From an optimization exercise on the open Yosys and OpenROAD flow, aimed at small area; shortcuts taken in it are not production practice.
The RTL was checked by simulation tests, not by an equivalence proof against the original design.
The flow treats the clock pin as an ideal source, which a real chip does not have.
Power figures rest on the tool's default switching activity, not on a simulated workload.

<file path="design/flow/flow/run.sh">
#!/bin/bash
set -euo pipefail
export BUFFER_PORTS_ARGS="-buffer_cell sky130_fd_sc_hd__buf_1"
export CTS_ARGS="-sink_clustering_enable -sink_clustering_size 100 -sink_clustering_max_diameter 500 -buf_list sky130_fd_sc_hd__clkbuf_16 -dont_use_dummy_load -repair_clock_nets"
bash standard.sh > standard_flow.log 2>&1
</file>
<file path="design/flow/standard.sh">
#!/bin/bash
# synth_recipe.tcl (not shown) runs the flow's synth.tcl, then flattens the netlist and writes it again
# the make line also repeats each setting of config.mk as NAME=value (left out here)
make -C /OpenROAD-flow-scripts/flow DESIGN_CONFIG=/design/flow/config.mk WORK_HOME=/design/flow/orfs CLKGATE_MAP_FILE= SYNTH_SCRIPT=/design/flow/synth_recipe.tcl "${@:-finish}"
</file>
<file path="design/flow/config.mk">
export PLATFORM = sky130hd
export DESIGN_NAME = lcd_cntrl_top
export DESIGN_NICKNAME = lcd_cntrl_top
export VERILOG_FILES = /design/flow/design.v
export SDC_FILE = /design/flow/constraint.sdc
export NUM_CORES = 4
export LEC_CHECK = 0
export CAP_MARGIN = 20
export CORE_MARGIN = 2
export CORE_UTILIZATION = 40
export PLACE_DENSITY = 0.6
export SLEW_MARGIN = 20
</file>
<file path="design/flow/constraint.sdc">
create_clock -name core_clock -period 10.0 [get_ports {clk_i}]
set_input_delay 2.0000 -clock core_clock [delete_from_list [all_inputs] [get_ports {clk_i}]]
set_output_delay 2.0000 -clock core_clock [all_outputs]
set_load 0.01 [all_outputs]
</file>
<file path="design/flow/design.v">
`timescale 1ns / 1ns
module lcd_cntrl_top #(
    parameter int DATA_WIDTH = 8,
    parameter int INSTR_WIDTH = 10,
    parameter int PRESCALER_WIDTH = 16
) (
    input clk_i,
    input rst_ni,
    input        [11:0] haddr_i,
    input        [ 1:0] htrans_i,
    input        [31:0] hwdata_i,
    input               hwrite_i,
    output logic [31:0] hrdata_o,
    output logic        hready_out_o,
    output logic        hresp_o,
    input  [DATA_WIDTH-1:0] data_in_i,
    output logic [DATA_WIDTH-1:0] data_out_o,
    output logic                  data_oe_o,
    output logic                  rs_o,
    output logic                  rwb_o,
    output logic                  e_o
);
  logic        a_ok;     
  logic [ 1:0] a_idx;    
  logic        a_wr;     
  logic        err;      
  logic        err1;     
  logic        phy_en;
  logic [ 9:0] instr;
  logic        valid;
  logic [15:0] presc;
  logic [ 7:0] rdata;
  logic        phy_ready;
  logic        addr_hi;
  logic        invalid_trans;
  assign addr_hi       = |haddr_i[11:4];
  assign invalid_trans = htrans_i[1] & (addr_hi |
                         ((haddr_i[3:0] == 4'h4) & hwrite_i & !phy_ready));
  assign hresp_o      = err;
  assign hready_out_o = !err1;
  always_ff @(posedge clk_i) begin
    if (!rst_ni) begin
      a_ok <= 1'b0;
      err  <= 1'b0;
      err1 <= 1'b0;
    end else begin
      if (htrans_i[1]) a_ok <= !addr_hi & (haddr_i[1:0] == 2'b00);
      err1 <= !err & invalid_trans;
      err  <= err1 | (!err & invalid_trans);
    end
  end
  always_ff @(posedge clk_i) begin
    if (htrans_i[1]) begin
      a_idx <= haddr_i[3:2];
      a_wr  <= hwrite_i;
    end else begin
      a_wr  <= 1'b0;
    end
  end
  logic wsel, rsel;
  assign wsel = a_ok & a_wr & !err;
  assign rsel = a_ok & !a_wr & !err;
  always_ff @(posedge clk_i) begin
    if (!rst_ni) begin
      phy_en <= 1'b0;
    end else if (wsel && a_idx == 2'd0) begin
      phy_en <= hwdata_i[0];
    end
  end
  always_ff @(posedge clk_i) begin
    if (!rst_ni) begin
      instr <= '0;
      valid <= 1'b0;
    end else if (valid) begin
      valid <= 1'b0;
    end else if (wsel && a_idx == 2'd1) begin
      instr <= hwdata_i[9:0];
      valid <= 1'b1;
    end
  end
  always_ff @(posedge clk_i) begin
    if (!rst_ni) begin
      presc <= 16'd10;
    end else if (wsel && a_idx == 2'd3) begin
      presc <= hwdata_i[15:0];
    end
  end
  always_comb begin
    hrdata_o = 32'h0;
    if (rsel) begin
      case (a_idx)
        2'd0: hrdata_o[1:0] = {phy_ready, phy_en};
        2'd1: hrdata_o[9:0] = instr;
        2'd2: hrdata_o[7:0] = rdata;
        2'd3: hrdata_o[15:0] = presc;
      endcase
    end
  end
  localparam logic [2:0] S_IDLE = 3'd0;
  localparam logic [2:0] S_AF   = 3'd1;   
  localparam logic [2:0] S_ADDR = 3'd2;
  localparam logic [2:0] S_WD   = 3'd3;
  localparam logic [2:0] S_RD   = 3'd4;
  localparam logic [2:0] S_CAP  = 3'd5;
  localparam logic [2:0] S_EH   = 3'd6;
  logic [ 2:0] state;
  logic [ 5:0] cnt;
  logic [15:0] pcnt;
  logic        piv;       
  logic [ 7:0] wdata;
  logic        adv;
  assign phy_ready = piv & phy_en;
  assign adv       = valid & phy_ready;
  logic        term;
  always_comb begin
    case (state)
      S_ADDR:  term = (cnt == 6'd6);
      S_WD:    term = (cnt == 6'd45);
      S_RD:    term = (cnt == 6'd36);
      S_CAP:   term = (cnt == 6'd9);
      S_EH:    term = (cnt == 6'd55);
      default: term = 1'b0;
    endcase
  end
  logic [16:0] pinc;
  logic        tick, clr;
  assign pinc = {1'b0, pcnt} + 17'd1;
  assign tick = (pinc == {1'b0, presc});
  assign clr  = (state == S_IDLE) | term;
  always_ff @(posedge clk_i) begin
    if (clr) begin
      cnt  <= '0;
      pcnt <= '0;
    end else if (tick) begin
      cnt  <= cnt + 6'd1;
      pcnt <= '0;
    end else begin
      pcnt <= pinc[15:0];
    end
  end
  always_ff @(posedge clk_i or negedge rst_ni) begin
    if (!rst_ni) begin
      state <= S_IDLE;
    end else begin
      case (state)
        S_IDLE:  if (adv) state <= S_AF;
        S_AF:    state <= S_ADDR;
        S_ADDR:  if (term) state <= rwb_o ? S_RD : S_WD;
        S_WD:    if (term) state <= S_EH;
        S_RD:    if (term) state <= S_CAP;
        S_CAP:   if (term) state <= S_EH;
        S_EH:    if (term) state <= adv ? S_AF : S_IDLE;
        default: state <= S_IDLE;
      endcase
    end
  end
  always_ff @(posedge clk_i or negedge rst_ni) begin
    if (!rst_ni) begin
      piv <= 1'b1;
    end else if (adv) begin
      piv <= 1'b0;
    end else if (state == S_EH && cnt == 6'd54) begin
      piv <= 1'b1;
    end
  end
  always_ff @(posedge clk_i) begin
    if (state == S_AF) wdata <= instr[7:0];
  end
  always_ff @(posedge clk_i or negedge rst_ni) begin
    if (!rst_ni) begin
      rs_o       <= 1'b0;
      rwb_o      <= 1'b0;
      e_o        <= 1'b0;
      data_out_o <= '0;
      data_oe_o  <= 1'b0;
    end else begin
      if (state == S_AF) {rs_o, rwb_o} <= instr[9:8];
      e_o <= (state == S_WD) | (state == S_RD) | (state == S_CAP);
      if (state == S_WD) data_out_o <= wdata;
      if (state == S_IDLE || state == S_RD) data_oe_o <= 1'b0;
      else if (state == S_WD) data_oe_o <= 1'b1;
    end
  end
  always_ff @(posedge clk_i or negedge rst_ni) begin
    if (!rst_ni) begin
      rdata <= '0;
    end else if ((state == S_RD && term) || (state == S_CAP && !term)) begin
      rdata <= data_in_i;
    end
  end
endmodule
</file>
==> summary.md, run 1 <==
| Metric | Value |
|---|---|
| Die ar. | 12360 sq um |
| Root Buffer | clkbuf_16 |
| Final setup fails | 0 |
| Syn Area/Cell | 9.529 sq um |
| Post_cts resized | 0 |
| Area contributors post-synth | dfxtp_1 24%, dfrtp_1 13%, edfxtp_1 6.5% |
| Critical Path Sink Type | primary output |
| Starting Density | 40.57% |
| Seq pwr share | 54.5% |
| CTS Sinks | 88 |
| Largest family of logic cells by synthesized area | simple AND/OR/NAND/NOR gates |
| IO Port Bufs | 69 |
| Depth of the CTS H-tree | 3 |
| Relative slew margins | 47.22% |
| RSZ-0062 raised after global routing | false |
| Most frequent cells in the layout | 68 x buf_1, 54 x dfxtp_1, 49 x nor2_1, 48 x nand2_1, 26 x a21oi_1 |
| Antenna Cells | 0 |
| Clk pwr share | 42.6% |
| CP Data Arrival Time | 2080 ps |
| Worst IR drop on VDD | 0.00006275 V |
| TritonCTS Buffers | 9 |
| Nature of the critical path startpoint | register |
| Layout area overhead | 11.25% |
| Worst path slowest cell | edfxtp_1 |
| Initial DRC Count | 226 |
| Most common cell after layout, fill and taps aside | buf_1 |
| Layout cells sized above 1 | 10.24% |
| Status | complete, no violations |
| Clk latency of the worst-skew pair | 350 ps |
| Grt total ovfl | 0 |
| # Post-CTS Setup Buffers | 0 |
| Total Routing Usage GR | 17.29% |
| Antenna Nets Post-Route | 0 |
| Post-synth ARST share | 27.27% |
| Hold WC Path Type | reg2reg |
| Pre-antenna DRT Iters | 5 |
| Routability cong. | 0.8872 |
| Filler cell count | 1129 |
| Mux cell area share after synthesis | 9.888% |
| Drt via density | 5.278 |
| Post-synth cell types | 71 |
| CP Cell Sequence | nor2b_1 > a22oi_1 > nor2_1 > buf_1 |
| Hold slack | 438.9 ps |
| FP Rows | 39 |
| IO Pins | 103 |
| Simple-Gate Fraction of Synth Area | 21.71% |
| Initial antenna violation count | 0 |
| Synth top area share | 23.54% |
| Max Freq | 245.2 MHz |
| Die H | 111.2 microns |
| Post-placement cell count | 671 |
| Crit path kind | reg2out |
| Sequential area share after synthesis | 43.18% |
| DRC | 0 |
| Clock Tree Buf Depth | 2 |
| Clk_skew | 19.39 ps |
| Cell Count, Final, Fillers Out | 680 |
| Synth Area in Compound Gates | 10.95% |
| Cell taking the most area after synthesis | dfxtp_1 |
| Largest net degree at the start of global routing | 30 |
| Final Critical Period | 4078 ps |
| WL/cell | 15.43 microns |
| Setup tns final | 0 ps |
| Switching Fraction | 21.37% |
| Worst-Margin Slew | 788.2 ps |
| Post-synth EDFFs | 10 |
| Clk pin slew, worst setup/hold paths | 70 ps |
| Vias in the first global route | 3397 |
| Cts hold-fix bufs | 0 |
| Max Slew Vio Count | 0 |
| Post-Synth XOR/XNOR Area | 7.300% |
| Pwr dens | 130.6 nW/um^2 |
| Final #Nets | 599 |
| Req. time, crit path | 8000 ps |
| FF+latch count, synth | 88 |
| Final hold viol count | 0 |
| Core ar. | 11320 sq um |
| Slowest stage delay, CP | 750 ps |
| WL final | 10490 microns |
| First-pass GRT wire length | 17110 microns |
| Synth Cell Area | 4593 sq um |
| Vias | 3589 |
| Adder-Cell Fraction of Synth Area | 0.8172% |
| Maxcap violations | 0 |
| Leading register cell type out of synthesis | dfxtp_1 |
| HPWL after DPL | 7786 microns |
| Sw Pwr | 142.6 uW |
| Maximum fanout along the worst path | 16 |
| Leakage Power | 1.911 nW |
| Syn Inst Count | 482 |
| Comb pwr share | 2.9% |
| CTS tree | done |
| Internal | 524.8 uW |
| YS warnings | 1 |
| Die W | 111.2 microns |
| Tcrit/Tclk final | 40.78% |
==> per-layer routing <==
metal	part of all wire (%)	vias up	routed length, microns	track usage, %
met5	0	-	0	0
met4	2.5	0	262	7.407
met3	3.7	22	387	3.171
met2	49	70	5127	28.09
met1	45	1708	4715	22.62
li1	-	1789	-	-
==> final timing paths <==
check,from,to,slack (ps),cells past startpoint
worst max-delay path,a_idx[0],hrdata_o[3],5920,4
worst min-delay path,valid,piv,440,1
worst max register to register,pcnt[0],cnt[3],6320,8
worst min register to register,valid,piv,440,1
max in group asynchronous,rst_ni,piv,8050,2
min in group asynchronous,rst_ni,rdata[0],1650,2
==> synth_stat cells (2+ instances only) <==
library cell / n
mux2_2: 25
xor3_1: 2
dfrtp_1: 23
nand3_1: 16
xor2_1: 6
nor3b_1: 3
nand2_1: 48
mux2i_1: 15
or3_1: 3
or3_2: 2
nor3_1: 9
nor4b_1: 2
nor4_1: 6
a21bo_2: 2
nand4_1: 6
dfxtp_1: 54
a21oi_1: 26
nor2_1: 49
ha_1: 3
o31ai_1: 4
and2_1: 8
xnor2_1: 14
nor2b_1: 3
clkbuf_1: 16
and4_1: 4
a22oi_1: 7
o21ai_0: 10
buf_2: 6
xnor3_1: 5
edfxtp_1: 10
or4_1: 8
nand3b_1: 4
buf_4: 16
or3b_2: 3
and3_1: 5
a211oi_1: 4
inv_1: 15
nand2b_1: 4
and4b_1: 2
o211ai_1: 2
nand3_2: 2
==> per-stage QoR <==
stage | setup WS (ps) | total power, mW | utilization (%) | area [sq um]
floorplan | 6588 | 0.3833 | - | 4649
global placement | 6354 | 0.3900 | 43.15 | 4885
finish | 5922 | 0.6674 | 45.14 | 5110
CTS | 5961 | 0.6722 | 45.14 | 5110
global route | 5850 | 0.6893 | 45.14 | 5110
detailed placement | 6308 | 0.3905 | 43.15 | 4885
==> cells by family after synthesis <==
logic type | Yosys count
fa+ha+maj | 3
other cells | 1
buf+inv | 56
xor+xnor | 27
compound gates | 75
mux | 41
flops | 88
simple gates | 191
==> critical path, delay by kind of cell, from the launching register on <==
kind	cells	cell delay [ps]
AO/OA/AOI/OAI	1	160
AND/OR/NAND/NOR	2	660
flip-flops	1	750
buffers and inverters	1	170
==> cell type report <==
class / count / area [sq um] / share of cell area, %
clock buffers: 9 / 225.2 / 4.407
flip-flops and latches: 88 / 1983 / 38.81
multi-input cells: 353 / 2387 / 46.72
inverters: 16 / 60.06 / 1.175
well taps: 143 / 178.9 / 3.501
repair buffers: 71 / 275.3 / 5.387
==> power groups by stage <==
| stage | clock network [mW] | logic [mW] | registers, mW |
|---|---|---|---|
| global route | 0.304 | 0.0217 | 0.364 |
| CTS | 0.289 | 0.0197 | 0.363 |
| global placement | 0 | 0.0192 | 0.371 |
| floorplan | 0 | 0.0152 | 0.368 |
| detailed placement | 0 | 0.0196 | 0.371 |
| finish | 0.284 | 0.0195 | 0.364 |
==> sequential cells by signal, indices dropped and copies added (netlist names), 2 cells and up <==
register,flops
rdata,8
instr,10
cnt,6
wdata,8
presc,16
pcnt,16
a_idx,2
data_out_o,8
state,3
==> run 2, diff against run 1 <==
==> design/flow/run.sh (new file) <==
#!/bin/bash
# synth_recipe.tcl (not shown) runs the flow's synth.tcl, then flattens the netlist and writes it again
# the make line also repeats each setting of config.mk as NAME=value (left out here)
make -C /OpenROAD-flow-scripts/flow DESIGN_CONFIG=/design/flow/config.mk WORK_HOME=/design/flow/orfs CLKGATE_MAP_FILE= SYNTH_SCRIPT=/design/flow/synth_recipe.tcl finish
removed: design/flow/flow/run.sh
removed: design/flow/standard.sh
==> run 2 against run 1 <==
Effect of this change: still clean; design area rose by 10%; total power up 11%; fmax decreased by 10%; clock-buffer cell count is the same; worst setup slack lost 460 ps; non-clock buffer count shrank 1; first-iteration DRC count fell by 19%; clock skew down 10 ps; die area stayed put; area after synthesis is the same; hold slack improved by 7.6 ps; via count up 1.3%.
==> summary.md, run 2 <==
| Metric | Value |
|---|---|
| Crit path kind | reg2out |
| Sw Pwr | 168.4 uW (+18%) |
| Post-Synth XOR/XNOR Area | 7.300% (unchanged) |
| CP Cell Sequence | nor2b_1 > a22oi_1 > nor2_1 > clkdlybuf4s50_1 |
| Mux cell area share after synthesis | 9.888% (unchanged) |
| Status | complete, no violations |
| Clk latency of the worst-skew pair | 340 ps (about the same) |
| Clk pwr share | 47.1% (+4.5 points) |
| Root Buffer | clkbuf_16 |
| Most common cell after layout, fill and taps aside | clkdlybuf4s50_1 |
| Adder-Cell Fraction of Synth Area | 0.8172% (unchanged) |
| Sequential area share after synthesis | 43.18% (unchanged) |
| Comb pwr share | 4.1% (+1.2 points) |
| Cts hold-fix bufs | 0 (unchanged) |
| Top cells by count, synth | 54 x dfxtp_1, 49 x nor2_1, 48 x nand2_1, 26 x a21oi_1, 25 x mux2_2 |
| DRC | 0 (unchanged) |
| Grt total ovfl | 0 (unchanged) |
| Worst path slowest cell | edfxtp_1 |
| Vias in the first global route | 3514 (+3.4%) |
| Area contributors post-synth | dfxtp_1 24%, dfrtp_1 13%, edfxtp_1 6.5% |
| Filler cell count | 1053 (-6.7%) |
| Leading register cell type out of synthesis | dfxtp_1 |
| Starting Density | 40.57% (unchanged) |
| Pwr dens | 132.3 nW/um^2 (+1.3%) |
| Post-synth cell types | 71 (unchanged) |
| Maxcap violations | 0 (unchanged) |
| Clock Tree Buf Depth | 2 (unchanged) |
| Depth of the CTS H-tree | 3 (unchanged) |
| Final setup fails | 0 (unchanged) |
| Vias | 3636 (+1.3%) |
| WL met1 | 4959 microns (+5.2%) |
| TritonCTS Buffers | 9 (unchanged) |
| Routability cong. | 0.8644 (-2.6%) |
| Total Routing Usage GR | 17.85% (+0.55 points) |
| Synth top area share | 23.54% (unchanged) |
| Dpl ws | 5899 ps (-409.0 ps) |
| Nature of the critical path startpoint | register |
| Final hold viol count | 0 (unchanged) |
| Maximum fanout along the worst path | 16 (unchanged) |
| Met3 routed WL | 391 microns (+1.0%) |
| Fin worst setup slack | 5463 ps (-458.7 ps) |
| Max Freq | 220.4 MHz (-10%) |
| CTS tree | done |
| Largest net degree at the start of global routing | 30 (unchanged) |
| RSZ-0062 raised after global routing | false |
| Simple-Gate Fraction of Synth Area | 21.71% (unchanged) |
| CP top delay family | flip-flops |
| Layout cells sized above 1 | 11.23% (+0.99 points) |
| IO Pins | 103 (unchanged) |
| Clk_skew | 9.220 ps (-10.17 ps) |
| Max Slew Vio Count | 0 (unchanged) |
| Final Critical Period | 4537 ps (+458.7 ps) |
| Total power | 743.8 uW (+11%) |
| Slowest stage delay, CP | 770 ps (+20 ps) |
| Switching Fraction | 22.64% (+1.3 points) |
| Synth Area in Compound Gates | 10.95% (unchanged) |
| Post-synth ARST share | 27.27% (unchanged) |
| Final #Nets | 598 (-0.17%) |
| Worst IR drop on VDD | 0.00008276 V (+32%) |
| Worst-Margin Slew | 790.5 ps (+2.347 ps) |
| YS warnings | 1 (unchanged) |
| Largest family of logic cells by synthesized area | simple AND/OR/NAND/NOR gates |
| IO Port Bufs | 69 (unchanged) |
| HPWL after DPL | 7954 microns (+2.1%) |
| WL/cell | 15.64 microns (+1.4%) |
| Drt via density | 5.300 (+0.42%) |
| Pre-antenna DRT Iters | 7 (+2) |
| # Post-CTS Setup Buffers | 0 (unchanged) |
| Antenna Nets Post-Route | 0 (unchanged) |
| CTS Sinks | 88 (unchanged) |
| Die H | 111.2 microns (unchanged) |
| Critical Path Sink Type | primary output |
| Clk pin slew, worst setup/hold paths | 70 ps (about the same) |
| CP Data Arrival Time | 2540 ps (+460 ps) |
| CP Buf/Inv Count | 1 (unchanged) |
| Leakage Power | 2.114 nW (+11%) |
| Layout area overhead | 22.39% |
| Initial DRC Count | 184 (-19%) |
| Req. time, crit path | 8000 ps (about the same) |
| Hold WC Path Type | reg2reg |
| Syn Area/Cell | 9.529 sq um (unchanged) |
| Post_cts resized | 0 (unchanged) |
| WL final | 10730 microns (+2.3%) |
| Synth Cell Area | 4593 sq um (unchanged) |
| Top-count cell post-synth | dfxtp_1 |
| Met2 wire len | 5157 microns (+0.59%) |
| Antenna Cells | 0 (unchanged) |
| Setup tns final | 0 ps (unchanged) |
| Most frequent cells in the layout | 69 x clkdlybuf4s50_1, 54 x dfxtp_1, 49 x nor2_1, 48 x nand2_1, 26 x a21oi_1 |
| Fin util | 49.66% (+4.5 points) |
| Post-synth EDFFs | 10 (unchanged) |
| Die ar. | 12360 sq um (unchanged) |
| First-pass GRT wire length | 17740 microns (+3.7%) |
| Die W | 111.2 microns (unchanged) |
| Core ar. | 11320 sq um (unchanged) |
| Initial antenna violation count | 0 (unchanged) |
| Internal | 575.5 uW (+9.7%) |
| Largest registers | pcnt: 16 flops, presc: 16 flops, instr: 10 flops |
| Relative slew margins | 46.97% (-0.25 points) |
| Seq pwr share | 48.9% (-5.6 points) |
| Syn Inst Count | 482 (unchanged) |
| Tcrit/Tclk final | 45.37% (+4.6 points) |
| FP Rows | 39 (unchanged) |
| Top Metal Used | met4 |
| Cell taking the most area after synthesis | dfxtp_1 |
| FF+latch count, synth | 88 (unchanged) |
run 2: cell counts after synthesis:
No cell type changed its count.
run 2: final timing paths:
| kind | from | end | slack [ps] | cells past startpoint |
|---|---|---|---|---|
| setup reg to reg | pcnt[0] | cnt[3] | 6350 | 8 |
| setup / recovery | a_idx[0] | hrdata_o[3] | 5460 | 4 |
| min in group asynchronous | rst_ni | rdata[7] | 2040 | 2 |
| hold reg to reg | valid | piv | 450 | 1 |
| max in group asynchronous | rst_ni | piv | 7640 | 2 |
| hold / removal | valid | piv | 450 | 1 |
run 2: cell type report:
| cell class | instances | area, sq um | share of cell area [%] |
|---|---|---|---|
| sequential | 88 | 1983 | 35.28 |
| tap | 143 | 178.9 | 3.183 |
| multi-input combinational | 353 | 2391 | 42.53 |
| clock inverter | 7 | 85.08 | 1.513 |
| inverter | 16 | 60.06 | 1.068 |
| clock buffer | 9 | 225.2 | 4.006 |
| timing repair buffer | 70 | 698.2 | 12.42 |
run 2: kinds of logic (layout without fill, tap and decap cells):
logic type	count (synthesis)	in the layout
simple gates	191	191
flops	88	88
compound gates	75	75
buf+inv	56	102
mux	41	41
xor+xnor	27	27
fa+ha+maj	3	3
other cells	1	16
run 2: power groups by stage:
stage	Sequential, mW	Combinational, mW	Clock (mW)
floorplan	0.368	0.0152	0
global placement	0.371	0.0304	0
detailed placement	0.371	0.0305	0
CTS	0.363	0.0307	0.359
global route	0.364	0.0327	0.370
finish	0.363	0.0304	0.350
run 2: per-stage QoR:
step	cell area (sq um)	instances	hold slack, ps
detailed placement	5311	670	444.8
floorplan	4649	497	402.0
global placement	5308	670	436.5
CTS	5622	686	457.3
finish	5622	686	446.5
global route	5622	686	465.4
run 2: layer usage:
metal	up-vias	GRT usage [%]
li1	1801	-
met1	1747	23.51
met2	69	29.07
met3	19	3.609
met4	0	6.667
met5	-	0
==> run 3, diff against run 2 <==
--- a/design/flow/design.v
+++ b/design/flow/design.v
@@ -113,12 +113,13 @@
   assign adv       = valid & phy_ready;
   logic        term;
+  logic [ 5:0] cnt_ld;
+  assign term = (cnt == 6'd0);
   always_comb begin
     case (state)
-      S_ADDR:  term = (cnt == 6'd6);
-      S_WD:    term = (cnt == 6'd45);
-      S_RD:    term = (cnt == 6'd36);
-      S_CAP:   term = (cnt == 6'd9);
-      S_EH:    term = (cnt == 6'd55);
-      default: term = 1'b0;
+      S_ADDR:  cnt_ld = rwb_o ? 6'd36 : 6'd45;
+      S_RD:    cnt_ld = 6'd9;
+      S_WD:    cnt_ld = 6'd55;
+      S_CAP:   cnt_ld = 6'd55;
+      default: cnt_ld = 6'd6;
     endcase
   end
@@ -130,8 +131,8 @@
   always_ff @(posedge clk_i) begin
     if (clr) begin
-      cnt  <= '0;
+      cnt  <= cnt_ld;
       pcnt <= '0;
     end else if (tick) begin
-      cnt  <= cnt + 6'd1;
+      cnt  <= cnt - 6'd1;
       pcnt <= '0;
     end else begin
@@ -160,5 +161,5 @@
     end else if (adv) begin
       piv <= 1'b0;
-    end else if (state == S_EH && cnt == 6'd54) begin
+    end else if (state == S_EH && cnt == 6'd1) begin
       piv <= 1'b1;
     end
==> design/flow/flow/run.sh (new file) <==
#!/bin/bash
set -euo pipefail
export BUFFER_PORTS_ARGS="-buffer_cell sky130_fd_sc_hd__buf_1"
export CTS_ARGS="-sink_clustering_enable -buf_list sky130_fd_sc_hd__clkbuf_8 -dont_use_dummy_load -repair_clock_nets"
bash standard.sh > standard_flow.log 2>&1
==> design/flow/standard.sh (new file) <==
#!/bin/bash
# synth_recipe.tcl (not shown) runs the flow's synth.tcl, then flattens the netlist and writes it again
# the make line also repeats each setting of config.mk as NAME=value (left out here)
make -C /OpenROAD-flow-scripts/flow DESIGN_CONFIG=/design/flow/config.mk WORK_HOME=/design/flow/orfs CLKGATE_MAP_FILE= SYNTH_SCRIPT=/design/flow/synth_recipe.tcl "${@:-finish}"
--- a/design/flow/config.mk
+++ b/design/flow/config.mk
@@ -8,5 +8,5 @@
 export CAP_MARGIN = 20
 export CORE_MARGIN = 2
-export CORE_UTILIZATION = 40
-export PLACE_DENSITY = 0.6
+export CORE_UTILIZATION = 65
+export PLACE_DENSITY = 0.75
 export SLEW_MARGIN = 20
removed: design/flow/run.sh
==> run 3 against run 2 <==
Effect of this change: die area fell by 38%; clock skew rose by 18 ps; area after synthesis fell by 1.0%; sequential share of layout area rose by 6.5 points; utilization rose by 22 points; routed wire length fell by 14%; critical path depth did not move; total power fell by 23%; hold slack improved by 16 ps; final cell count fell by 12%.
==> summary.md, run 3 <==
| Metric | Value |
|---|---|
| Status | complete, no violations |
| Drt via density | 5.605 (+5.7%) |
| IO Pins | 103 (unchanged) |
| IO Port Bufs | 69 (unchanged) |
| Syn Area/Cell | 9.971 sq um (+4.6%) |
| CTS tree | done |
| Worst IR drop on VDD | 0.00007279 V (-12%) |
| Initial antenna violation count | 0 (unchanged) |
| Sequential area share after synthesis | 44.94% (+1.8 points) |
| Total Routing Usage GR | 25.46% (+7.6 points) |
| Die W | 87.64 microns (-21%) |
| Largest net degree at the start of global routing | 30 (unchanged) |
| Layout area overhead | 7.678% |
| Relative slew margins | 46.98% (about the same) |
| HPWL after DPL | 6754 microns (-15%) |
| Die H | 87.64 microns (-21%) |
| Setup tns final | 0 ps (unchanged) |
| Cts hold-fix bufs | 0 (unchanged) |
| HP Start | err1 |
| Final #Nets | 574 (-4.0%) |
| Clk pwr share | 32.7% (-14 points) |
| Area after DPL | 4772 sq um (-10%) |
| Fin util | 72.06% (+22 points) |
| Root Buffer | clkbuf_8 |
| Worst-Margin Slew | 793.4 ps (+2.908 ps) |
| Hold WC Path Type | reg2reg |
| Clock Tree Buf Depth | 2 (unchanged) |
| CP Data Arrival Time | 2120 ps (-420 ps) |
| FF+latch count, synth | 88 (unchanged) |
| Layout cells sized above 1 | 11.94% (+0.70 points) |
| YS warnings | 1 (unchanged) |
| Synth Cell Area | 4547 sq um (-1.0%) |
| Reg2reg start | pcnt[0] |
| Tcrit/Tclk final | 41.23% (-4.1 points) |
| Largest registers | pcnt: 16 flops, presc: 16 flops, instr: 10 flops |
| Critical Path Sink Type | primary output |
| Reg2Reg Setup Slack | 7210 ps (+860 ps) |
| Clk_skew | 27.51 ps (+18.29 ps) |
| Starting Density | 66.92% (+26 points) |
| Cell area after layout | 4896 sq um (-13%) |
| Hold Crit Depth | 1 (unchanged) |
| DRC | 0 (unchanged) |
| Antenna Cells | 0 (unchanged) |
| CTS Sinks | 88 (unchanged) |
| Switching Fraction | 21.38% (-1.3 points) |
| RSZ-0062 raised after global routing | false |
| Cell taking the most area after synthesis | dfxtp_1 |
| Vias in the first global route | 3177 (-9.6%) |
| GR Layer Usage met3 | 3.770% (+0.16 points) |
| Internal | 449.9 uW (-22%) |
| Nature of the critical path startpoint | register |
| Core ar. | 6794 sq um (-40%) |
| First-pass GRT wire length | 15150 microns (-15%) |
| Die ar. | 7680 sq um (-38%) |
| Seq pwr share | 64.0% (+15 points) |
| Most common cell after layout, fill and taps aside | buf_1 |
| Top cells by count, synth | 54 x nand2_1, 48 x dfxtp_1, 41 x nor2_1, 26 x a21oi_1, 24 x mux2_2 |
| Leading register cell type out of synthesis | dfxtp_1 |
| Max Slew Vio Count | 0 (unchanged) |
| Pwr dens | 116.9 nW/um^2 (-12%) |
| Pre-antenna DRT Iters | 5 (-2) |
| Worst Reg2Reg Path Length in Cells | 8 (unchanged) |
| Global routing's busiest layer | met2 |
| Clk pin slew, worst setup/hold paths | 80 ps (about the same) |
| Maximum fanout along the worst path | 16 (unchanged) |
| Syn Inst Count | 456 (-5.4%) |
| Post_cts resized | 0 (unchanged) |
| Max Freq | 242.6 MHz (+10%) |
| R2R Path End | cnt[2] |
| M2 GR Usage | 42.22% (+13 points) |
| Grt total ovfl | 0 (unchanged) |
| # Post-CTS Setup Buffers | 0 (unchanged) |
| Leakage Power | 1.925 nW (-8.9%) |
| Post-synth cell types | 61 (-14%) |
| WL final | 9234 microns (-14%) |
| Comb pwr share | 3.3% (-0.8 points) |
| Final Critical Period | 4123 ps (-414.4 ps) |
| Clk latency of the worst-skew pair | 350 ps (about the same) |
| Depth of the CTS H-tree | 3 (unchanged) |
| Top-count cell post-synth | nand2_1 |
| Routability cong. | 0.8254 (-4.5%) |
| Area contributors post-synth | dfxtp_1 21%, dfrtp_1 13%, edfxtp_1 11% |
| Synth top area share | 21.13% (-2.4 points) |
| Most frequent cells in the layout | 69 x buf_1, 54 x nand2_1, 48 x dfxtp_1, 41 x nor2_1, 26 x a21oi_1 |
| Post-synth EDFFs | 16 (+6) |
| Antenna Nets Post-Route | 0 (unchanged) |
| Met1 Usage GRT | 34.18% (+11 points) |
| Crit path kind | reg2out |
| Post-synth ARST share | 27.27% (unchanged) |
| Hold slack | 462.3 ps (+15.81 ps) |
| Req. time, crit path | 8000 ps (about the same) |
| Initial DRC Count | 151 (-18%) |
| Maxcap violations | 0 (unchanged) |
| Final hold viol count | 0 (unchanged) |
| WL/cell | 15.21 microns (-2.8%) |
| FP Rows | 30 (-23%) |
| Sw Pwr | 122.4 uW (-27%) |
| Hold Crit Endpoint | err |
| Vias | 3402 (-6.4%) |
| Final setup fails | 0 (unchanged) |
| TritonCTS Buffers | 9 (unchanged) |
==> run 3: cell count changes in the layout (fill, tap and decap cells not counted), sizes merged, moves of 7 or more <==
cell and delta:
buf +70, clkdlybuf4s50 -69, inv -11, xnor2 +9
nor2 -7, o21ai -7
==> run 3: final cells by class <==
type / instances / area (sq um)
Sequential cell: 88 / 2043
Clock buffer: 9 / 123.9
Fill cell: 543 / 1898
Tap cell: 96 / 120.1
Inverter: 9 / 33.78
Timing Repair Buffer: 71 / 274.0
Multi-Input combinational cell: 334 / 2301
==> run 3: worst max-delay path: stages (launching register included) <==
cell and delay [ps]:
edfxtp_1 730, nor2b_1 550, a22oi_1 170, nor2_1 160
buf_1 170
==> run 3: metrics by stage <==
step	cells	worst slack (ps)	power [mW]
after floorplan	471	6588	0.3866
after global placement	598	6258	0.3928
after detailed placement	598	6247	0.3929
after CTS	607	5874	0.5776
after global routing	607	5684	0.5933
final	607	5877	0.5723
==> run 3: per-layer routing <==
| metal | routed length [microns] | up-vias |
|---|---|---|
| met2 | 4543 | 100 |
| met1 | 4162 | 1629 |
| met5 | 0 | - |
| met3 | 389 | 13 |
| met4 | 138 | 0 |
| li1 | - | 1660 |
==> run 3: power by group through the flow <==
stage	clock network [mW]	registers (mW)	logic, mW
3_5_place_dp	0	0.374	0.0188
6_report	0.187	0.366	0.0189
3_3_place_gp	0	0.374	0.0187
5_1_grt	0.205	0.367	0.0214
4_1_cts	0.192	0.366	0.0190
2_1_floorplan	0	0.371	0.0152
==> run 3: cells by family (layout without fill, tap and decap cells) <==
group / count (synthesis) / in the layout / synth area share, %
xor gates and xnor gates: 38 / 38 / 9.411
muxes: 41 / 41 / 9.961
adders and majority gates: 4 / 4 / 1.101
buffers and inverters: 49 / 89 / 5.696
AOI/OAI and AO/OA: 56 / 56 / 7.898
DFF: 88 / 88 / 44.94
and+or+nand+nor: 179 / 179 / 20.91
other: 1 / 16 / 0.08247
==> run 3: worst max path at each step <==
| stage | start | endpoint | slack (ps) | cells past startpoint |
|---|---|---|---|---|
| after CTS | a_idx[0] | hrdata_o[3] | 5870 | 4 |
| final | a_idx[0] | hrdata_o[6] | 5880 | 4 |
| after floorplan | a_idx[0] | hrdata_o[5] | 6590 | 5 |
| after global placement | a_idx[0] | hrdata_o[3] | 6260 | 4 |
| after global routing | a_idx[0] | hrdata_o[3] | 5680 | 4 |
| after detailed placement | a_idx[0] | hrdata_o[3] | 6250 | 4 |
==> run 4, diff against run 3 <==
==> design/flow/flow/run.sh (replaced) <==
#!/bin/bash
# The standard layout (standard.sh, unchanged synthesis) with three changes:
#  - ports are buffered with the smallest buffer (buf_1);
#  - the clock is distributed by four clock buffers, one per group of nearby
#    registers, inserted before CTS (flow/cts_pre.tcl), so TritonCTS adds none;
#  - constant outputs share one tie cell.
set -euo pipefail
export BUFFER_PORTS_ARGS="-buffer_cell sky130_fd_sc_hd__buf_1"
export PRE_CTS_TCL="$PWD/flow/cts_pre.tcl"
export CLK_GROUPS=4
export CLK_BUF=sky130_fd_sc_hd__buf_12
export CTS_ARGS="-sink_clustering_enable -dont_use_dummy_load"
export SKIP_REPAIR_TIE_FANOUT=1
bash standard.sh > standard_flow.log 2>&1
==> design/flow/flow/cts_pre.tcl (new file) <==
# Clock distribution: split the clock sinks into NGRP groups by position and
# drive each group from its own clock buffer placed at the group's centre; the
# clock port drives only these buffers. TritonCTS then finds the clock net
# already buffered and leaves it alone.
set ngrp [expr {[info exists ::env(CLK_GROUPS)] ? $::env(CLK_GROUPS) : 4}]
set bcell [expr {[info exists ::env(CLK_BUF)] ? $::env(CLK_BUF) : "sky130_fd_sc_hd__buf_12"}]
set block [ord::get_db_block]
set net [$block findNet clk_i]
set items {}
foreach it [$net getITerms] {
  set inst [$it getInst]
  set loc [$inst getLocation]
  lappend items [list [lindex $loc 0] [lindex $loc 1] "[$inst getName]/[[$it getMTerm] getName]"]
}
proc split_groups {items n} {
  if {$n <= 1 || [llength $items] < 2} { return [list $items] }
  set xs [lmap i $items {lindex $i 0}]; set ys [lmap i $items {lindex $i 1}]
  set dx [expr {[tcl::mathfunc::max {*}$xs] - [tcl::mathfunc::min {*}$xs]}]
  set dy [expr {[tcl::mathfunc::max {*}$ys] - [tcl::mathfunc::min {*}$ys]}]
  set k [expr {$dx >= $dy ? 0 : 1}]
  set s [lsort -integer -index $k $items]
  set h [expr {[llength $s] / 2}]
  set n1 [expr {$n / 2}]
  return [concat [split_groups [lrange $s 0 [expr {$h - 1}]] $n1] [split_groups [lrange $s $h end] [expr {$n - $n1}]]]
}
set dbu [$block getDbUnitsPerMicron]
set g 0
foreach grp [split_groups $items $ngrp] {
  set sx 0; set sy 0; set pins {}
  foreach i $grp { set sx [expr {$sx + [lindex $i 0]}]; set sy [expr {$sy + [lindex $i 1]}]; lappend pins [get_pins [lindex $i 2]] }
  set cx [expr {$sx / double([llength $grp]) / $dbu}]; set cy [expr {$sy / double([llength $grp]) / $dbu}]
  insert_buffer -buffer_cell $bcell -net clk_i -load_pins $pins -location [list $cx $cy] -buffer_name clkbuf_g$g -net_name clk_g$g
  puts "clock group $g: [llength $grp] sinks, buffer at $cx $cy"
  incr g
}
==> run 4 against run 3 <==
Effect of this change: utilization up 1.6 points; critical path depth unchanged; routed wire length up 6.4%; sequential cell count unchanged; global-route usage up 1.7 points; critical path type unchanged; highest routed layer unchanged.
==> summary.md, run 4 <==
| Metric | Value |
|---|---|
| Status | complete, no violations |
| Cts hold-fix bufs | 0 (unchanged) |
| Final hold viol count | 0 (unchanged) |
| Total Routing Usage GR | 27.16% (+1.7 points) |
| Final setup fails | 0 (unchanged) |
| Max Freq | 227.3 MHz (-6.3%) |
| Critical Path Sink Type | primary output |
| Initial antenna violation count | 0 (unchanged) |
| Most frequent cells in the layout | 69 x buf_1, 54 x nand2_1, 48 x dfxtp_1, 41 x nor2_1, 26 x a21oi_1 |
| IO Port Bufs | 69 (unchanged) |
| Final Critical Period | 4399 ps (+276.4 ps) |
| Layout area overhead | 10.02% |
| Cell taking the most area after synthesis | dfxtp_1 |
| Worst IR drop on VDD | 0.0001198 V (+65%) |
| Maxcap violations | 0 (unchanged) |
| WL/cell | 16.33 microns (+7.3%) |
| YS warnings | 1 (unchanged) |
| FF+latch count, synth | 88 (unchanged) |
| Maximum fanout along the worst path | 16 (unchanged) |
| Grt total ovfl | 0 (unchanged) |
| Clk pin slew, worst setup/hold paths | 70 ps (about the same) |
| Tcrit/Tclk final | 43.99% (+2.8 points) |
| Vias | 3468 (+1.9%) |
| Relative slew margins | 46.25% (-0.72 points) |
| # Post-CTS Setup Buffers | 0 (unchanged) |
| Antenna Cells | 0 (unchanged) |
| Top-count cell post-synth | nand2_1 |
| Setup tns final | 0 ps (unchanged) |
| Die ar. | 7680 sq um (unchanged) |
| Post-synth EDFFs | 16 (unchanged) |
| Max Slew Vio Count | 0 (unchanged) |
| Clk_skew | 15.88 ps (-11.62 ps) |
| Layout cells sized above 1 | 14.03% (+2.1 points) |
| Worst-Margin Slew | 804.2 ps (+10.79 ps) |
| Final #Nets | 569 (-0.87%) |
| Area after DPL | 4716 sq um (-1.2%) |
| Syn Inst Count | 456 (unchanged) |
| Top cells by count, synth | 54 x nand2_1, 48 x dfxtp_1, 41 x nor2_1, 26 x a21oi_1, 24 x mux2_2 |
| RSZ-0062 raised after global routing | false |
| Pre-antenna DRT Iters | 5 (unchanged) |
| Core ar. | 6794 sq um (unchanged) |
| Post-synth cell types | 61 (unchanged) |
| Leading register cell type out of synthesis | dfxtp_1 |
| IO Pins | 103 (unchanged) |
| Synth top area share | 21.13% (unchanged) |
| Die W | 87.64 microns (unchanged) |
| Synth Cell Area | 4547 sq um (unchanged) |
| Req. time, crit path | 8000 ps (about the same) |
| Filler cell count | 528 (-2.8%) |
| Leakage Power | 1.957 nW (+1.7%) |
| Sequential area share after synthesis | 44.94% (unchanged) |
| HPWL after DPL | 6808 microns (+0.80%) |
| Vias in the first global route | 3418 (+7.6%) |
| Post-synth ARST share | 27.27% (unchanged) |
| DRC | 0 (unchanged) |
| Routability cong. | 0.8259 (about the same) |
| Initial DRC Count | 174 (+15%) |
| Die H | 87.64 microns (unchanged) |
| Cell area after layout | 5002 sq um (+2.2%) |
| WL final | 9829 microns (+6.4%) |
| CP Data Arrival Time | 2400 ps (+280 ps) |
| Syn Area/Cell | 9.971 sq um (unchanged) |
| Antenna Nets Post-Route | 0 (unchanged) |
| Pwr dens | 143.1 nW/um^2 (+22%) |
| Clk latency of the worst-skew pair | 610 ps (+260 ps) |
| Largest registers | pcnt: 16 flops, presc: 16 flops, instr: 10 flops |
| Largest net degree at the start of global routing | 30 (unchanged) |
| CTS tree | done |
| FP Rows | 30 (unchanged) |
| Crit path kind | reg2out |
| Starting Density | 66.92% (unchanged) |
| First-pass GRT wire length | 16190 microns (+6.9%) |
| Post_cts resized | 0 (unchanged) |
| Nature of the critical path startpoint | register |
| Drt via density | 5.761 (+2.8%) |
| Hold WC Path Type | reg2reg |
| Area contributors post-synth | dfxtp_1 21%, dfrtp_1 13%, edfxtp_1 11% |
| Most common cell after layout, fill and taps aside | buf_1 |
[run 4: metal layers]
metal | vias to the layer above | global-route usage, % | share of wire, %
met4 | 0 | 12.31 | 2.6
met5 | - | 0 | 0
met1 | 1663 | 34.46 | 43
met3 | 25 | 5.655 | 5.4
li1 | 1662 | - | -
met2 | 118 | 44.77 | 49
[run 4: through the flow]
step                std cells  util (%)  total power [mW]  hold WS, ps  setup slack (ps)
floorplan                 456         -            0.3866        424.6              6588
global placement          583     69.41            0.3926        442.2              6291
detailed placement        583     69.41            0.3931        445.3              6249
CTS                       602     73.63            0.7203        462.8              5599
global route              602     73.63            0.7408        481.6              5436
finish                    602     73.63            0.7160        464.5              5601
[run 4: path summary, 6_finish.rpt]
path / from / endpoint / slack [ps] / cells past startpoint
worst max-delay path: a_idx[0] / hrdata_o[6] / 5600 / 4
worst min-delay path: instr[6] / wdata[6] / 460 / 0
worst max register to register: cnt[3] / cnt[4] / 7360 / 4
worst min register to register: instr[6] / wdata[6] / 460 / 0
max in group asynchronous: rst_ni / piv / 8280 / 2
min in group asynchronous: rst_ni / data_out_o[6] / 1390 / 2
[run 4: area by class of cell, without the clock buffers]
type / count / area (sq um) / area share [%]
Tap cell: 96 / 120.1 / 2.401
Sequential cell: 88 / 2043 / 40.85
Multi-Input combinational cell: 319 / 2245 / 44.87
Timing Repair Buffer: 71 / 274.0 / 5.478
Inverter: 9 / 33.78 / 0.6753
[run 4: kinds of logic (layout without fill, tap and decap cells)]
kind of cell | Yosys count | count (layout) | synth area share, %
adders and majority gates | 4 | 4 | 1.101
other | 1 | 1 | 0.08247
and+or+nand+nor | 179 | 179 | 20.91
buffers and inverters | 49 | 99 | 5.696
AOI/OAI and AO/OA | 56 | 56 | 7.898
DFF | 88 | 88 | 44.94
xor gates and xnor gates | 38 | 38 | 9.411
muxes | 41 | 41 | 9.961
[run 4: power breakdown]
| part | internal, mW | switching, mW |
|---|---|---|
| Sequential | 0.362 | 0.00410 |
| Combinational | 0.00687 | 0.0121 |
| Clock | 0.192 | 0.138 |
[run 4: worst max-delay path, cell delays in order, from the launching register on]
cell and delay, ps:
edfxtp_1 750, nor2b_1 540, a22oi_1 170, nor2_1 160
buf_1 170
==> run 5, diff against run 4 <==
==> design/flow/flow/run.sh (replaced) <==
#!/bin/bash
# The standard layout (standard.sh) with these changes:
#  - synthesis is the standard flow's (synth_recipe.tcl, ORFS synth.tcl), except that ABC maps
#    the combinational logic with an area-oriented script (flow/abc_area.script);
#    flip-flop mapping, names and everything else are unchanged;
#  - ports are buffered with the smallest buffer (buf_1);
#  - the clock is distributed by four clock buffers, one per group of nearby
#    registers, inserted before CTS (flow/cts_pre.tcl), so TritonCTS adds none;
#  - constant outputs share one tie cell.
set -euo pipefail
W=$PWD
sed "s#^source \$::env(SCRIPTS_DIR)/synth_preamble.tcl\$#&\nset abc_args [lreplace \$abc_args 1 1 $W/flow/abc_area.script]#" \
  "$FLOW_HOME/scripts/synth.tcl" > "$W/flow_orfs_synth.tcl"
grep -q "abc_area.script" "$W/flow_orfs_synth.tcl"
sed "s#^source \$::env(SCRIPTS_DIR)/synth.tcl\$#source $W/flow_orfs_synth.tcl#" synth_recipe.tcl > "$W/flow_synth.tcl"
grep -q "flow_orfs_synth.tcl" "$W/flow_synth.tcl"
sed "s#SYNTH_SCRIPT=[^ ]*#SYNTH_SCRIPT=$W/flow_synth.tcl#" standard.sh > "$W/flow_standard.sh"
grep -q "flow_synth.tcl" "$W/flow_standard.sh"
export BUFFER_PORTS_ARGS="-buffer_cell sky130_fd_sc_hd__buf_1"
export PRE_CTS_TCL="$W/flow/cts_pre.tcl"
export CLK_GROUPS=4
export CLK_BUF=sky130_fd_sc_hd__buf_12
export CTS_ARGS="-sink_clustering_enable -dont_use_dummy_load"
export SKIP_REPAIR_TIE_FANOUT=1
bash "$W/flow_standard.sh" > flow_standard.log 2>&1
==> design/flow/flow/abc_area.script (new file) <==
strash; dch -f; amap -F 4 -A 4; topo; stime -c
--- a/design/flow/flow/cts_pre.tcl
+++ b/design/flow/flow/cts_pre.tcl
@@ -34,2 +34,7 @@
   incr g
 }
+# Keep TritonCTS from rebuilding these nets.
+set skip [list clk_i]
+foreach it [[$block findNet clk_i] getITerms] { lappend skip [[[[$it getInst] findITerm X] getNet] getName] }
+puts "CTS skips: $skip"
+set_cts_config -skip_nets $skip
==> run 5 against run 4 <==
Effect of this change: via count fell by 5.7%; design area is 16% lower; utilization shrank 1.6 points; routed wire length is 12% lower; critical path type unchanged; largest cell class is now flip-flops and latches.
==> summary.md, run 5 <==
| Metric | Value |
|---|---|
| Status | complete, no violations |
| Die H | 81.15 microns (-7.4%) |
| Clk pin slew, worst setup/hold paths | 90 ps (+20 ps) |
| Synth Cell Area | 3869 sq um (-15%) |
| Final setup fails | 0 (unchanged) |
| Initial DRC Count | 243 (+40%) |
| Vias | 3269 (-5.7%) |
| Max Freq | 239.9 MHz (+5.5%) |
| Hold slack | 459.9 ps (-4.639 ps) |
| Core ar. | 5851 sq um (-14%) |
| WL final | 8616 microns (-12%) |
| Post-synth EDFFs | 16 (unchanged) |
| Most frequent cells in the layout | 68 x nor2_1, 68 x buf_1, 48 x clkinv_1, 48 x dfxtp_1, 23 x dfrtp_1 |
| Antenna Cells | 0 (unchanged) |
| Drt via density | 5.998 (+4.1%) |
| Initial antenna violation count | 0 (unchanged) |
| Cts hold-fix bufs | 0 (unchanged) |
| Simple-Gate Fraction of Synth Area | 15.49% (-5.4 points) |
| Sequential area share after synthesis | 52.81% (+7.9 points) |
| Tcrit/Tclk final | 41.68% (-2.3 points) |
| Starting Density | 66.12% (-0.80 points) |
| Cell area after layout | 4213 sq um (-16%) |
| Slowest stage delay, CP | 800 ps (+50 ps) |
| Top cells by count, synth | 68 x nor2_1, 48 x clkinv_1, 48 x dfxtp_1, 23 x dfrtp_1, 22 x a21oi_1 |
| Cell taking the most area after synthesis | dfxtp_1 |
| Critical Path Sink Type | primary output |
| Post-synth ARST share | 27.27% (unchanged) |
| Nature of the critical path startpoint | register |
| Hold WC Path Type | reg2reg |
| CP Cell Sequence | clkinv_1 > nor2_1 > a222oi_1 > a221oi_1 > buf_1 |
| WP depth | 5 (+1) |
| CP Data Arrival Time | 2170 ps (-230 ps) |
| Worst IR drop on VDD | 0.0001137 V (-5.2%) |
| Post_cts resized | 0 (unchanged) |
| Largest net degree at the start of global routing | 40 (+33%) |
| Area contributors post-synth | dfxtp_1 25%, dfrtp_1 15%, edfxtp_1 12% |
| DRC | 0 (unchanged) |
| FF+latch count, synth | 88 (unchanged) |
| YS warnings | 1 (unchanged) |
| Final #Nets | 533 (-6.3%) |
| Worst Reg2Reg Path Length in Cells | 15 (+11) |
| Final hold viol count | 0 (unchanged) |
| Crit path kind | reg2out |
| Total Routing Usage GR | 26.74% (-0.42 points) |
| Final Critical Period | 4168 ps (-230.9 ps) |
| Syn Inst Count | 409 (-10%) |
| Synth top area share | 24.84% (+3.7 points) |
| Setup tns final | 0 ps (unchanged) |
| Die ar. | 6585 sq um (-14%) |
| Largest registers | pcnt: 16 flops, presc: 16 flops, instr: 10 flops |
| Largest family of logic cells by synthesized area | compound AO/OA/AOI/OAI gates |
| Synth Area in Compound Gates | 22.54% (+15 points) |
| Top-count cell post-synth | nor2_1 |
| CP Buf/Inv Count | 2 (+1) |
| Adder-Cell Fraction of Synth Area | 1.294% (+0.19 points) |
| HPWL after DPL | 6530 microns (-4.1%) |
| Layout area overhead | 8.894% |
| FP Rows | 28 (-6.7%) |
| Worst-Margin Slew | 1049 ps (+245.0 ps) |
| Pwr dens | 127.5 nW/um^2 (-11%) |
| Maxcap violations | 0 (unchanged) |
| Req. time, crit path | 8000 ps (about the same) |
| Routability cong. | 0.8604 (+4.2%) |
| RSZ-0062 raised after global routing | false |
| Antenna Nets Post-Route | 0 (unchanged) |
| IO Pins | 103 (unchanged) |
| Grt total ovfl | 0 (unchanged) |
| Clk_skew | 8.293 ps (-7.591 ps) |
| Die W | 81.15 microns (-7.4%) |
| Relative slew margins | 29.79% (-16 points) |
| Post-synth cell types | 33 (-46%) |
| Clk latency of the worst-skew pair | 130 ps (-480 ps) |
| Post-Synth XOR/XNOR Area | 0% (-9.4 points) |
| Maximum fanout along the worst path | 15 (-1) |
| Max Slew Vio Count | 0 (unchanged) |
| Syn Area/Cell | 9.459 sq um (-5.1%) |
| WL/cell | 15.81 microns (-3.2%) |
| IO Port Bufs | 69 (unchanged) |
| # Post-CTS Setup Buffers | 0 (unchanged) |
| First-pass GRT wire length | 14080 microns (-13%) |
| Mux cell area share after synthesis | 0% (-10 points) |
| CP top delay family | simple AND/OR/NAND/NOR gates |
| Worst path slowest cell | nor2_1 |
| Leading register cell type out of synthesis | dfxtp_1 |
| Area after DPL | 4133 sq um (-12%) |
| Leakage Power | 1.487 nW (-24%) |
| Layout cells sized above 1 | 2.128% (-12 points) |
| Vias in the first global route | 3016 (-12%) |
| Hold Crit Depth | 2 (+2) |
| Pre-antenna DRT Iters | 5 (unchanged) |
run 5: cell types whose count changed after synthesis, moves of 10 or more:
cell / change
mux2i_1: -16
clkinv_1: +47
xnor2_1: -23
o221a_1: +11
o21ai_0: +14
nand2_1: -38
nor2_1: +27
clkbuf_1: -18
o22a_1: +18
o22ai_1: +10
mux2_2: -24
nor3_1: +12
nor3_2: -10
run 5: path summary, 6_finish.rpt:
check                                    to  slack [ps]      from
worst max-delay path            hrdata_o[1]        5830  a_idx[1]
worst min-delay path                    err         460      err1
worst max register to register     pcnt[13]        5920   pcnt[0]
worst min register to register          err         460      err1
max in group asynchronous          rdata[3]        7430    rst_ni
min in group asynchronous             rwb_o        2000    rst_ni
run 5: logic make-up (layout without fill, tap and decap cells):
family	after synthesis	in the layout
buffers and inverters	64	125
AOI/OAI and AO/OA	118	118
adders and majority gates	4	4
other	1	1
DFF	88	88
and+or+nand+nor	134	134
run 5: metal layers:
metal  share of wire (%)  vias up  track usage (%)
li1                    -     1622                -
met5                   0        -                0
met3                 6.4       10            2.667
met2                  48      113            47.77
met1                  44     1524            36.02
met4                0.92        0            3.898
run 5: cell type report, without the clock buffers:
type	count	area, sq um
Tap cell	75	93.84
Sequential cell	88	2043
Multi-Input combinational cell	257	1525
Fill cell	465	1638
Timing Repair Buffer	73	290.3
Inverter	48	180.2
run 5: metrics by stage:
stage          cells  power, mW  util (%)  worst slack (ps)
2_1_floorplan    409     0.3847         -              5785
6_report         545     0.5372     72.01              5832
5_1_grt          545     0.5527     72.01              5283
4_1_cts          545     0.5097     72.01              5862
3_5_place_dp     541     0.3925     70.64              5847
3_3_place_gp     541     0.3919     70.64              5939
run 5: report_power, final:
| part | leakage, nW | switching, mW | internal (mW) |
|---|---|---|---|
| combinational | 0.553 | 0.0158 | 0.00556 |
| clock | 0.0376 | 0.0870 | 0.0651 |
| sequential | 0.897 | 0.00116 | 0.363 |
run 5: tightest hold or removal path: stages, from the launching register on:
cell	delay, ps
dfxtp_1	310
clkinv_1	50
o21bai_1	60
==> run 6, diff against run 5 <==
--- a/design/flow/design.v
+++ b/design/flow/design.v
@@ -25,5 +25,5 @@
   logic        a_wr;     
   logic        err;      
-  logic        err1;     
+  logic        hready;   
   logic        phy_en;
   logic [ 9:0] instr;
@@ -38,14 +38,14 @@
                          ((haddr_i[3:0] == 4'h4) & hwrite_i & !phy_ready));
   assign hresp_o      = err;
-  assign hready_out_o = !err1;
+  assign hready_out_o = hready;
   always_ff @(posedge clk_i) begin
     if (!rst_ni) begin
       a_ok <= 1'b0;
-      err  <= 1'b0;
-      err1 <= 1'b0;
+      err    <= 1'b0;
+      hready <= 1'b1;
     end else begin
       if (htrans_i[1]) a_ok <= !addr_hi & (haddr_i[1:0] == 2'b00);
-      err1 <= !err & invalid_trans;
-      err  <= err1 | (!err & invalid_trans);
+      hready <= err | !invalid_trans;
+      err    <= !hready | (!err & invalid_trans);
     end
   end
@@ -107,11 +107,16 @@
   logic [ 5:0] cnt;
   logic [15:0] pcnt;
-  logic        piv;       
+  logic        busy;      
   logic [ 7:0] wdata;
   logic        adv;
-  assign phy_ready = piv & phy_en;
+  assign phy_ready = !busy & phy_en;
   assign adv       = valid & phy_ready;
   logic        term;
   logic [ 5:0] cnt_ld;
+  logic [ 5:0] cby;      
+  always_comb begin
+    cby[0] = 1'b1;
+    for (int i = 1; i < 6; i++) cby[i] = cby[i-1] & !cnt[i-1];
+  end
   assign term = (cnt == 6'd0);
   always_comb begin
@@ -124,8 +129,12 @@
     endcase
   end
-  logic [16:0] pinc;
+  logic [15:0] pcy, pinc;
   logic        tick, clr;
-  assign pinc = {1'b0, pcnt} + 17'd1;
-  assign tick = (pinc == {1'b0, presc});
+  always_comb begin
+    pcy[0] = 1'b1;
+    for (int i = 1; i < 16; i++) pcy[i] = pcy[i-1] & pcnt[i-1];
+  end
+  assign pinc = pcnt ^ pcy;
+  assign tick = (pinc == presc) & !(pcy[15] & pcnt[15]);
   assign clr  = (state == S_IDLE) | term;
   always_ff @(posedge clk_i) begin
@@ -134,8 +143,8 @@
       pcnt <= '0;
     end else if (tick) begin
-      cnt  <= cnt - 6'd1;
+      cnt  <= cnt ^ cby;
       pcnt <= '0;
     end else begin
-      pcnt <= pinc[15:0];
+      pcnt <= pinc;
     end
   end
@@ -158,9 +167,9 @@
   always_ff @(posedge clk_i or negedge rst_ni) begin
     if (!rst_ni) begin
-      piv <= 1'b1;
+      busy <= 1'b0;
     end else if (adv) begin
-      piv <= 1'b0;
+      busy <= 1'b1;
     end else if (state == S_EH && cnt == 6'd1) begin
-      piv <= 1'b1;
+      busy <= 1'b0;
     end
   end
--- a/design/flow/flow/run.sh
+++ b/design/flow/flow/run.sh
@@ -23,3 +23,4 @@
 export CTS_ARGS="-sink_clustering_enable -dont_use_dummy_load"
 export SKIP_REPAIR_TIE_FANOUT=1
+export REMOVE_ABC_BUFFERS=1
 bash "$W/flow_standard.sh" > flow_standard.log 2>&1
--- a/design/flow/config.mk
+++ b/design/flow/config.mk
@@ -6,7 +6,8 @@
 export NUM_CORES = 4
 export LEC_CHECK = 0
-export CAP_MARGIN = 20
+export CAP_MARGIN = 0
 export CORE_MARGIN = 2
-export CORE_UTILIZATION = 65
-export PLACE_DENSITY = 0.75
-export SLEW_MARGIN = 20
+export CORE_UTILIZATION = 80
+export GPL_TIMING_DRIVEN = 0
+export PLACE_DENSITY = 0.88
+export SLEW_MARGIN = 0
==> run 6 against run 5 <==
Effect of this change: highest routed layer unchanged; global-route usage increased by 8.7 points; first-iteration DRC count rose by 99%; largest cell class unchanged; register-to-register slack worse by 1100 ps.
==> summary.md, run 6 <==
| Metric | Value |
|---|---|
| Status | complete, no violations |
| CP Cell Sequence | ha_1 > ha_1 > ha_1 > ha_1 > ha_1 > ha_1 > ha_1 > ha_1 > ha_1 > ha_1 > ha_1 > ha_1 > ha_1 > ha_1 > ha_1 > o22ai_1 > nor4_1 > nand3_1 > nor4_1 > nand4_1 > nand2_1 |
| Initial antenna violation count | 0 (unchanged) |
| Setup tns final | 0 ps (unchanged) |
| Post-synth EDFFs | 16 (unchanged) |
| Final setup fails | 0 (unchanged) |
| Critical Path Sink Type | register |
| Largest net degree at the start of global routing | 40 (unchanged) |
| Cell area after layout | 4069 sq um (-3.4%) |
| Routability cong. | 0.9917 (+15%) |
| Synth Cell Area | 3765 sq um (-2.7%) |
| YS warnings | 1 (unchanged) |
| Post-synth ARST share | 27.27% (unchanged) |
| Final hold viol count | 0 (unchanged) |
| Top-count cell post-synth | nor2_1 |
| Starting Density | 84.71% (+19 points) |
| Drt via density | 6.853 (+14%) |
| Area contributors post-synth | dfxtp_1 26%, dfrtp_1 16%, edfxtp_1 13% |
| CP top delay family | adder cells |
| Synth top area share | 25.52% (+0.69 points) |
| Slowest stage delay, CP | 610 ps (-190 ps) |
| CP Data Arrival Time | 4900 ps (+2730 ps) |
| Layout area overhead | 8.076% |
| Post-synth cell types | 32 (-3.0%) |
| Seq pwr share | 61.2% (-6.5 points) |
| FP Rows | 24 (-14%) |
| Die W | 72.60 microns (-11%) |
| Comb pwr share | 16.0% (+12 points) |
| RSZ-0062 raised after global routing | false |
| Dpl ws | 4965 ps (-882.3 ps) |
| WL final | 9241 microns (+7.3%) |
| Final #Nets | 503 (-5.6%) |
| Antenna Nets Post-Route | 0 (unchanged) |
| Maxcap violations | 0 (unchanged) |
| IO Pins | 103 (unchanged) |
| Die H | 72.60 microns (-11%) |
| Clk pwr share | 22.8% (-5.5 points) |
| Clk latency of the worst-skew pair | 120 ps (about the same) |
| Syn Area/Cell | 10.29 sq um (+8.7%) |
| Post_cts resized | 0 (unchanged) |
| Critical Path Most Common Cell | ha_1 |
| Die ar. | 5271 sq um (-20%) |
| Nature of the critical path startpoint | register |
| Leakage Power | 1.593 nW (+7.1%) |
| Internal | 480.5 uW (+11%) |
| Final Critical Period | 5145 ps (+976.3 ps) |
| Max Freq | 194.4 MHz (-19%) |
| Largest registers | pcnt: 16 flops, presc: 16 flops, instr: 10 flops |
| Total Routing Usage GR | 35.42% (+8.7 points) |
| Relative slew margins | 15.09% (-15 points) |
| Worst path slowest cell | nand2_1 |
| Pwr dens | 160.4 nW/um^2 (+26%) |
| First-pass GRT wire length | 14810 microns (+5.2%) |
| Grt total ovfl | 0 (unchanged) |
| Clk_skew | 6.062 ps (-2.231 ps) |
| CP Buf/Inv Count | 0 (-2) |
| Leading register cell type out of synthesis | dfxtp_1 |
| Crit path kind | reg2reg |
| FF+latch count, synth | 88 (unchanged) |
| Cts hold-fix bufs | 0 (unchanged) |
| HPWL after DPL | 6638 microns (+1.7%) |
| Most frequent cells in the layout | 68 x buf_1, 50 x nor2_1, 48 x dfxtp_1, 43 x clkinv_1, 24 x dfrtp_1 |
| Core ar. | 4444 sq um (-24%) |
| Tcrit/Tclk final | 51.44% (+9.8 points) |
| Worst IR drop on VDD | 0.0001330 V (+17%) |
| Antenna Cells | 0 (unchanged) |
| Switching Fraction | 26.35% (+7.0 points) |
| Top cells by count, synth | 50 x nor2_1, 48 x dfxtp_1, 43 x clkinv_1, 24 x dfrtp_1, 20 x ha_1 |
| # Post-CTS Setup Buffers | 0 (unchanged) |
| Clk pin slew, worst setup/hold paths | 90 ps (about the same) |
| Vias in the first global route | 3115 (+3.3%) |
| Hold WC Path Type | reg2reg |
| Vias | 3262 (-0.21%) |
| Area after DPL | 3984 sq um (-3.6%) |
| WL/cell | 19.41 microns (+23%) |
| Most common cell after layout, fill and taps aside | buf_1 |
| Cell taking the most area after synthesis | dfxtp_1 |
| DRC | 0 (unchanged) |
| Max Slew Vio Count | 0 (unchanged) |
| Filler cell count | 169 (-64%) |
| IO Port Bufs | 69 (unchanged) |
| Maximum fanout along the worst path | 22 (+7) |
| Layout cells sized above 1 | 1.887% (-0.24 points) |
| Sequential area share after synthesis | 54.24% (+1.4 points) |
| Req. time, crit path | 9760 ps (+1760 ps) |
| Fin worst setup slack | 4856 ps (-976.3 ps) |
| Pre-antenna DRT Iters | 9 (+4) |
| Syn Inst Count | 366 (-11%) |
| Initial DRC Count | 484 (+99%) |
| Worst-Margin Slew | 1260 ps (+211.2 ps) |
| Sw Pwr | 171.9 uW (+65%) |
run 6: cell types whose count changed after synthesis, sizes merged, moves of 3 or more:
cell	delta
ha	+16
nand3	-4
o221a	-4
clkinv	-5
a2111oi	-5
and3	-3
a21oi	-8
nor2	-18
nor3	-5
nor4	-4
nand2	-6
run 6: through the flow:
| stage | power [mW] | hold WS (ps) | utilization, % | instances |
|---|---|---|---|---|
| after CTS | 0.6233 | 441.9 | 91.44 | 476 |
| final | 0.6525 | 451.8 | 91.55 | 476 |
| after global placement | 0.4923 | 420.3 | 89.30 | 471 |
| after floorplan | 0.4661 | 429.2 | - | 350 |
| after global routing | 0.6737 | 479.9 | 91.55 | 476 |
| after detailed placement | 0.5039 | 436.9 | 89.64 | 472 |
run 6: area by class of cell, without the clock buffers:
cell class / count / area, sq um / area share [%]
Timing Repair Buffer: 70 / 267.8 / 6.581
Inverter: 43 / 161.4 / 3.967
Tap cell: 52 / 65.06 / 1.599
Sequential cell: 88 / 2042 / 50.18
Multi-Input combinational cell: 219 / 1453 / 35.70
run 6: power groups by stage:
stage | Combinational [mW] | Sequential [mW] | Clock [mW]
global placement | 0.0887 | 0.404 | 0
detailed placement | 0.0982 | 0.406 | 0
finish | 0.105 | 0.399 | 0.148
floorplan | 0.0622 | 0.404 | 0
CTS | 0.100 | 0.406 | 0.117
global route | 0.113 | 0.401 | 0.159
run 6: worst paths after layout:
path	slack, ps	startpoint	cells after the start	to
setup / recovery	4860	pcnt[0]	21	cnt[0]
hold / removal	450	hready	1	err
setup reg to reg	4860	pcnt[0]	21	cnt[0]
hold reg to reg	450	hready	1	err
max in group asynchronous	7570	rst_ni	1	rdata[2]
min in group asynchronous	1940	rst_ni	1	state[2]
run 6: cell families after synthesis:
kind of cell,count (synthesis),share of synthesized area (%)
adders and majority gates,20,6.647
xor gates and xnor gates,1,0.2327
AOI/OAI and AO/OA,101,19.77
buffers and inverters,59,7.478
and+or+nand+nor,96,11.53
DFF,88,54.24
other,1,0.09961
run 6: metal layers:
layer / global-route usage [%] / vias up / routed length, microns
met5: 0 / - / 0
met1: 45.87 / 1506 / 3344
met3: 2.072 / 41 / 833
met2: 65.15 / 266 / 4769
met4: 8.848 / 0 / 294
li1: - / 1449 / -

[what the ideal ports hide]
The results above use ideal ports. As a check the final layouts listed here were re-extracted and re-timed, cells and wires unchanged.
Step 1 (the two cells are an assumption about what drives the block):
set clk [get_ports {clk_i}]
set_driving_cell -lib_cell sky130_fd_sc_hd__clkbuf_16 $clk
set_driving_cell -lib_cell sky130_fd_sc_hd__buf_2 [delete_from_list [all_inputs] $clk]
Step 2 also shifts input and output timing later by t, the mid clock arrival at the registers, as if the neighbouring blocks saw the same clock.
Slacks: ideal / step 1 / step 2; pairs: ideal / step 1.
run	t (ns)	slack for setup (ns)	cell pins on the clock port's net
run 1	0.377	5.922 / 5.884 / 6.261	1
run 2	0.377	5.463 / 5.425 / 5.802	1
run 3	0.366	5.877 / 5.847 / 6.213	1
run 4	0.635	5.601 / 5.568 / 6.203	1
run 5	0.204	5.832 / 5.750 / 5.918	4
run 6	0.201	4.855 / 4.855 / 4.855	4
After both steps every run listed still meets setup and hold.
